What follows belongs to an exercise in optimizing a design on an open flow for small area; a production flow would make more cautious choices.
Function was checked by simulation only, so behaviour that the tests miss may differ from the original.
Power is estimated from default activity; no workload was simulated.

==> run C: inputs <==
// wbuart
module	wbuart(i_clk, i_rst,
		i_wb_cyc, i_wb_stb, i_wb_we, i_wb_addr, i_wb_data,
			o_wb_ack, o_wb_stall, o_wb_data,
		i_uart_rx, o_uart_tx, i_cts_n, o_rts_n,
		o_uart_rx_int, o_uart_tx_int,
		o_uart_rxfifo_int, o_uart_txfifo_int);
==> module rxuart, before the edit <==
module rxuart(i_clk, i_reset, i_setup, i_uart_rx, o_wr, o_data, o_break,
			o_parity_err, o_frame_err, o_ck_uart);
	input	wire		i_clk, i_reset;
	input	wire	[29:0]	i_setup;
	input	wire		i_uart_rx;
	output	reg		o_wr;
	output	reg	[7:0]	o_data;
	output	reg		o_break;
	output	reg		o_parity_err, o_frame_err;
	output	wire		o_ck_uart;
	reg	[15:0]	r_baud;
	reg	[3:0]	state;
	wire	[1:0]	data_bits   = i_setup[29:28];
	wire		dblstop     = i_setup[27];
	wire		use_parity  = i_setup[26];
	wire		fixd_parity = i_setup[25];
	wire		parity_even = i_setup[24];
	wire	[19:0]	break_condition = { r_baud, 4'h0 };
	reg	[15:0]	baud_counter;
	reg		zero_baud_counter;
	reg	q_uart, qq_uart, ck_uart;
	always @(posedge i_clk)
	begin
		q_uart <= i_uart_rx;
		qq_uart <= q_uart;
		ck_uart <= qq_uart;
	end
	assign	o_ck_uart = ck_uart;
	reg	[19:0]	chg_counter;
	wire		chg_done = (chg_counter >= break_condition);
	always @(posedge i_clk)
		if (i_reset)
			chg_counter <= 20'h0;
		else if (qq_uart != ck_uart)
			chg_counter <= 20'h0;
		else if (!chg_done)
			chg_counter <= chg_counter + 20'h1;
	always @(posedge i_clk)
		o_break <= chg_done && !ck_uart;
	reg	line_synch;
	always @(posedge i_clk)
		line_synch <= chg_done && ck_uart;
	reg	half_baud_time;
	always @(posedge i_clk)
		half_baud_time <= (!ck_uart) && (r_baud[15:1] != 15'h0)
			&& ((chg_counter + 20'h1) >= { 5'h0, r_baud[15:1] });
	always @(posedge i_clk)
		if (state >= 4'he)
			r_baud <= i_setup[15:0];
	always @(posedge i_clk)
	begin
		if (i_reset)
			state <= 4'he;
		else if (state == 4'he)
		begin
			if (line_synch)
				state <= 4'hf;
		end else if (o_break)
			state <= 4'hd;
		else if (state == 4'hd)
		begin
			if (ck_uart)
				state <= 4'hf;
		end else if (state == 4'hf)
		begin
			if ((!ck_uart)&&(half_baud_time))
				state <= { 2'b00, data_bits };
		end else if (zero_baud_counter)
		begin
			if (state < 4'h7)
				state <= state + 1;
			else if (state == 4'h7)
				state <= (use_parity) ? 4'h8:4'h9;
			else if (state == 4'h8)
				state <= 4'h9;
			else if (state == 4'h9)
			begin
				if (!ck_uart)
					state <= 4'he;
				else if (dblstop)
					state <= 4'ha;
				else
					state <= 4'hf;
			end else begin
				if (!ck_uart)
					state <= 4'he;
				else
					state <= 4'hf;
			end
		end
	end
	reg	[7:0]	data_reg;
	always @(posedge i_clk)
		if ((zero_baud_counter)&&(state == 4'h9))
			case (data_bits)
			2'b00: data_reg <= data_reg;
			2'b01: data_reg <= { 1'b0, data_reg[7:1] };
			2'b10: data_reg <= { 2'b0, data_reg[7:2] };
			2'b11: data_reg <= { 3'b0, data_reg[7:3] };
			endcase
		else if ((zero_baud_counter)&&(state != 4'h8))
			data_reg <= { ck_uart, data_reg[7:1] };
	reg		calc_parity;
	always @(posedge i_clk)
		if (state == 4'hf)
			calc_parity <= 0;
		else if (zero_baud_counter)
			calc_parity <= calc_parity ^ ck_uart;
	always @(posedge i_clk)
		if ((zero_baud_counter)&&(state == 4'h8))
		begin
			if (fixd_parity)
				o_parity_err <= (ck_uart ^ parity_even);
			else if (parity_even)
				o_parity_err <= (calc_parity != ck_uart);
			else
				o_parity_err <= (calc_parity == ck_uart);
		end else if (state >= 4'hd)
			o_parity_err <= 1'b0;
	always @(posedge i_clk)
		if ((zero_baud_counter)&&((state == 4'h9)
						||(state == 4'ha)))
			o_frame_err <= (o_frame_err)||(!ck_uart);
		else if ((zero_baud_counter)||(state >= 4'hd))
			o_frame_err <= 1'b0;
	reg	pre_wr, data_ev;
	always @(posedge i_clk)
		if (i_reset)
			pre_wr <= 1'b0;
		else if ((zero_baud_counter)&&(state == 4'h9))
			pre_wr <= 1'b1;
		else if ((zero_baud_counter)||(state == 4'hf))
			pre_wr <= 1'b0;
	always @(posedge i_clk)
		data_ev <= (i_reset)||((zero_baud_counter)&&(state == 4'h9));
	always @(posedge i_clk)
		if (data_ev)
			o_data <= (pre_wr) ? data_reg : 8'h00;
	always @(posedge i_clk)
		if ((zero_baud_counter)||(state == 4'hf))
			o_wr <= (pre_wr)&&(!i_reset);
		else
			o_wr <= 1'b0;
	always @(posedge i_clk)
		if ((i_reset)||(zero_baud_counter)||(state >= 4'hd))
			baud_counter <= r_baud;
		else
			baud_counter <= baud_counter - 16'h1;
	always @(posedge i_clk)
		if (state == 4'hf)
			zero_baud_counter <= 1'b0;
		else
			zero_baud_counter <= (baud_counter == 16'h2);
endmodule
Settings: LEC_CHECK=0, CAP_MARGIN=20, CORE_MARGIN=2, CORE_UTILIZATION=40, SLEW_MARGIN=20; clock period 10.0 ns.
run.sh (not shown) runs the stock make flow with config.mk's settings and CLKGATE_MAP_FILE= SYNTH_SCRIPT=/design/flow/synth_recipe.tcl, a recipe that flattens the netlist after the stock synthesis.
==> inputs of run E, as changes to run C <==
--- a/flow/design.v
+++ b/flow/design.v
@@ -150,14 +150,13 @@
 	output	reg		o_break;
 	output	reg		o_parity_err, o_frame_err;
 	output	wire		o_ck_uart;
-	reg	[15:0]	r_baud;
 	reg	[3:0]	state;
+	wire	[15:0]	r_baud_in = i_setup[15:0];
 	wire	[1:0]	data_bits   = i_setup[29:28];
 	wire		dblstop     = i_setup[27];
 	wire		use_parity  = i_setup[26];
 	wire		fixd_parity = i_setup[25];
 	wire		parity_even = i_setup[24];
-	wire	[19:0]	break_condition = { r_baud, 4'h0 };
 	reg	[15:0]	baud_counter;
 	reg		zero_baud_counter;
 	reg	q_uart, qq_uart, ck_uart;
@@ -168,15 +167,27 @@
 		ck_uart <= qq_uart;
 	end
 	assign	o_ck_uart = ck_uart;
-	reg	[19:0]	chg_counter;
-	wire		chg_done = (chg_counter >= break_condition);
+	reg	[19:0]	chg_count;
+	reg		cmp_break, cmp_half, chg_restart, rb_zero, rb_one;
+	wire		chg_done = (chg_restart) ? rb_zero : cmp_break;
+	wire		half_ok  = (chg_restart) ? rb_one  : cmp_half;
+	wire		restart = (i_reset)||(qq_uart != ck_uart);
+	wire	[19:0]	chg_next = (restart) ? 20'h1
+				: ((chg_done) ? chg_count : chg_count + 20'h1);
 	always @(posedge i_clk)
-		if (i_reset)
-			chg_counter <= 20'h0;
-		else if (qq_uart != ck_uart)
-			chg_counter <= 20'h0;
-		else if (!chg_done)
-			chg_counter <= chg_counter + 20'h1;
+	begin
+		chg_count   <= chg_next;
+		chg_restart <= restart;
+		cmp_break   <= (chg_next > { r_baud_in, 4'h0 });
+		cmp_half    <= (r_baud_in[15:1] != 15'h0)
+				&& (chg_next >= { 5'h0, r_baud_in[15:1] });
+	end
+	always @(posedge i_clk)
+		if (state >= 4'he)
+		begin
+			rb_zero <= (r_baud_in == 16'h0);
+			rb_one  <= (r_baud_in[15:1] == 15'h1);
+		end
 	always @(posedge i_clk)
 		o_break <= chg_done && !ck_uart;
 	reg	line_synch;
@@ -184,11 +195,7 @@
 		line_synch <= chg_done && ck_uart;
 	reg	half_baud_time;
 	always @(posedge i_clk)
-		half_baud_time <= (!ck_uart) && (r_baud[15:1] != 15'h0)
-			&& ((chg_counter + 20'h1) >= { 5'h0, r_baud[15:1] });
-	always @(posedge i_clk)
-		if (state >= 4'he)
-			r_baud <= i_setup[15:0];
+		half_baud_time <= (!ck_uart) && half_ok;
 	always @(posedge i_clk)
 	begin
 		if (i_reset)
@@ -233,15 +240,14 @@
 	end
 	reg	[7:0]	data_reg;
 	always @(posedge i_clk)
-		if ((zero_baud_counter)&&(state == 4'h9))
+		if ((zero_baud_counter)&&(state != 4'h8)
+				&&(state != 4'h9))
 			case (data_bits)
-			2'b00: data_reg <= data_reg;
-			2'b01: data_reg <= { 1'b0, data_reg[7:1] };
-			2'b10: data_reg <= { 2'b0, data_reg[7:2] };
-			2'b11: data_reg <= { 3'b0, data_reg[7:3] };
+			2'b00: data_reg <= { ck_uart, data_reg[7:1] };
+			2'b01: data_reg <= { 1'b0, ck_uart, data_reg[6:1] };
+			2'b10: data_reg <= { 2'b0, ck_uart, data_reg[5:1] };
+			2'b11: data_reg <= { 3'b0, ck_uart, data_reg[4:1] };
 			endcase
-		else if ((zero_baud_counter)&&(state != 4'h8))
-			data_reg <= { ck_uart, data_reg[7:1] };
 	reg		calc_parity;
 	always @(posedge i_clk)
 		if (state == 4'hf)
@@ -285,7 +291,7 @@
 			o_wr <= 1'b0;
 	always @(posedge i_clk)
 		if ((i_reset)||(zero_baud_counter)||(state >= 4'hd))
-			baud_counter <= r_baud;
+			baud_counter <= r_baud_in;
 		else
 			baud_counter <= baud_counter - 16'h1;
 	always @(posedge i_clk)
==> flow/flow/run.sh (new file) <==
#!/bin/bash
# Standard ORFS layout with two changes: ports get the smallest buffer
# (sky130_fd_sc_hd__buf_1), and clock tree synthesis clusters the sinks
# without dummy loads.  All of ORFS's output goes to standard.log here and
# to the per-step logs under orfs/logs/.
set -euo pipefail
export BUFFER_PORTS_ARGS="-buffer_cell sky130_fd_sc_hd__buf_1"
export CTS_ARGS="-sink_clustering_enable -repair_clock_nets -dont_use_dummy_load -sink_clustering_size 16 -sink_clustering_max_diameter 70 -buf_list sky130_fd_sc_hd__clkbuf_8"
export RECOVER_POWER=100
bash standard.sh > standard.log 2>&1
==> flow/standard.sh (new file) <==
#!/bin/bash
# synth_recipe.tcl (not shown) runs the flow's synth.tcl, then flattens the netlist and writes it again
# the make line also repeats each setting of config.mk as NAME=value (left out here)
make -C /OpenROAD-flow-scripts/flow DESIGN_CONFIG=/design/flow/config.mk WORK_HOME=/design/flow/orfs CLKGATE_MAP_FILE= SYNTH_SCRIPT=/design/flow/synth_recipe.tcl "${@:-finish}"
CORE_UTILIZATION = 75   (was 40)
removed: flow/run.sh
==> notes <==
- Run E completed, yet does not pass: capacitance limit, slew limit. Run C completed with no timing, DRC or antenna violations.
- Against run C, the setup slack of run E is worse by 1.3 ns.
- Against run C, the non-clock buffer count of run E is lower by 3.
- Against run C, the utilization of run E is higher by 34 points.
- In run E the synthesized cell count is smaller than in run C, by about 5.5%.
- Clock power: run E is lower than run C (53%).
- Wire length: run E is lower than run C (11%).
- In run C the first-iteration DRC count is lower than in run E, by 27%.
- Flip-flop and latch count: run E is lower than run C (11).
- Against run C, the final area of run E is smaller by 12%.
==> figures <==
                                                                       run C                          run E
Register area share after synthesis                                   61.72%                         62.45%
Antenna violations before repair                                           3                              2
Status                                              timing/DRC/antenna clean                failed layout checks
Reasons for failing layout checks                                          -  capacitance limit, slew limit
Clock distribution power                                             1.87 mW                       0.874 mW
Final core occ                                                        46.09%                         79.82%
Terminus of the critical flop-to-flop path          txfifo.n[3]$_SDFFE_PP0P_           o_wb_data[7]$_DFF_P_
Inverters, non-clock                                                      56                             52
Wire length of the first global-routing pass                        75690 um                       68170 um
Worst-path clk slew                                                  0.06 ns                        0.09 ns
Worst setup slack after placement                                   5.206 ns                       4.658 ns
Maximum fanout count along the critical path                              29                             28
Global routing met3 resource utilization                              2.867%                         5.917%
Worst endpoint required time                                        10.20 ns                       10.43 ns
Minimum setup slack among reg-to-reg paths                           7.00 ns                        5.88 ns
Reg-to-Reg Start                                    txfifo.n[3]$_SDFFE_PP0P_           rxfifo.rp[0]$_DFF_P_
Number of instances in the synthesized netlist                          1634                           1544
Cell area after placement                                          22000 um2                      20380 um2
Post-synthesis instance area                                       20730 um2                      19910 um2
Simple logic cell fraction of the synthesized area                    11.77%                         11.24%
Fillers                                                                 4584                           1547

re-timing with driven ports:
The results above use ideal ports. As a check the final layouts listed here were re-extracted and re-timed, cells and wires unchanged. Step 1: set_driving_cell puts a clkbuf_16 on i_clk and a buf_2 on each other input, an assumption about the parent block. Step 2 also shifts input and output timing later by t, the mid clock arrival at the registers, as if the neighbouring blocks saw the same clock. Slacks: no drivers / after step 1 / after step 2; pairs: no drivers / after step 1.
| run | shift t [ns] | setup WS [ns] | worst hold slack (ns) | worst slew at a driven data input, ns | pins driven straight from the clock port |
|---|---|---|---|---|---|
| run C | 0.637 | 5.805 / 5.781 / 5.202 | 0.330 / 0.330 / 0.330 | 0.05 | 1 |
| run E | 0.599 | 4.536 / 4.554 / 3.954 | 0.335 / 0.335 / 0.335 | 0.07 | 1 |
For run C, which loses most, drivers alone change the setup slack by -0.024 ns; drivers and shift together by -0.603 ns.
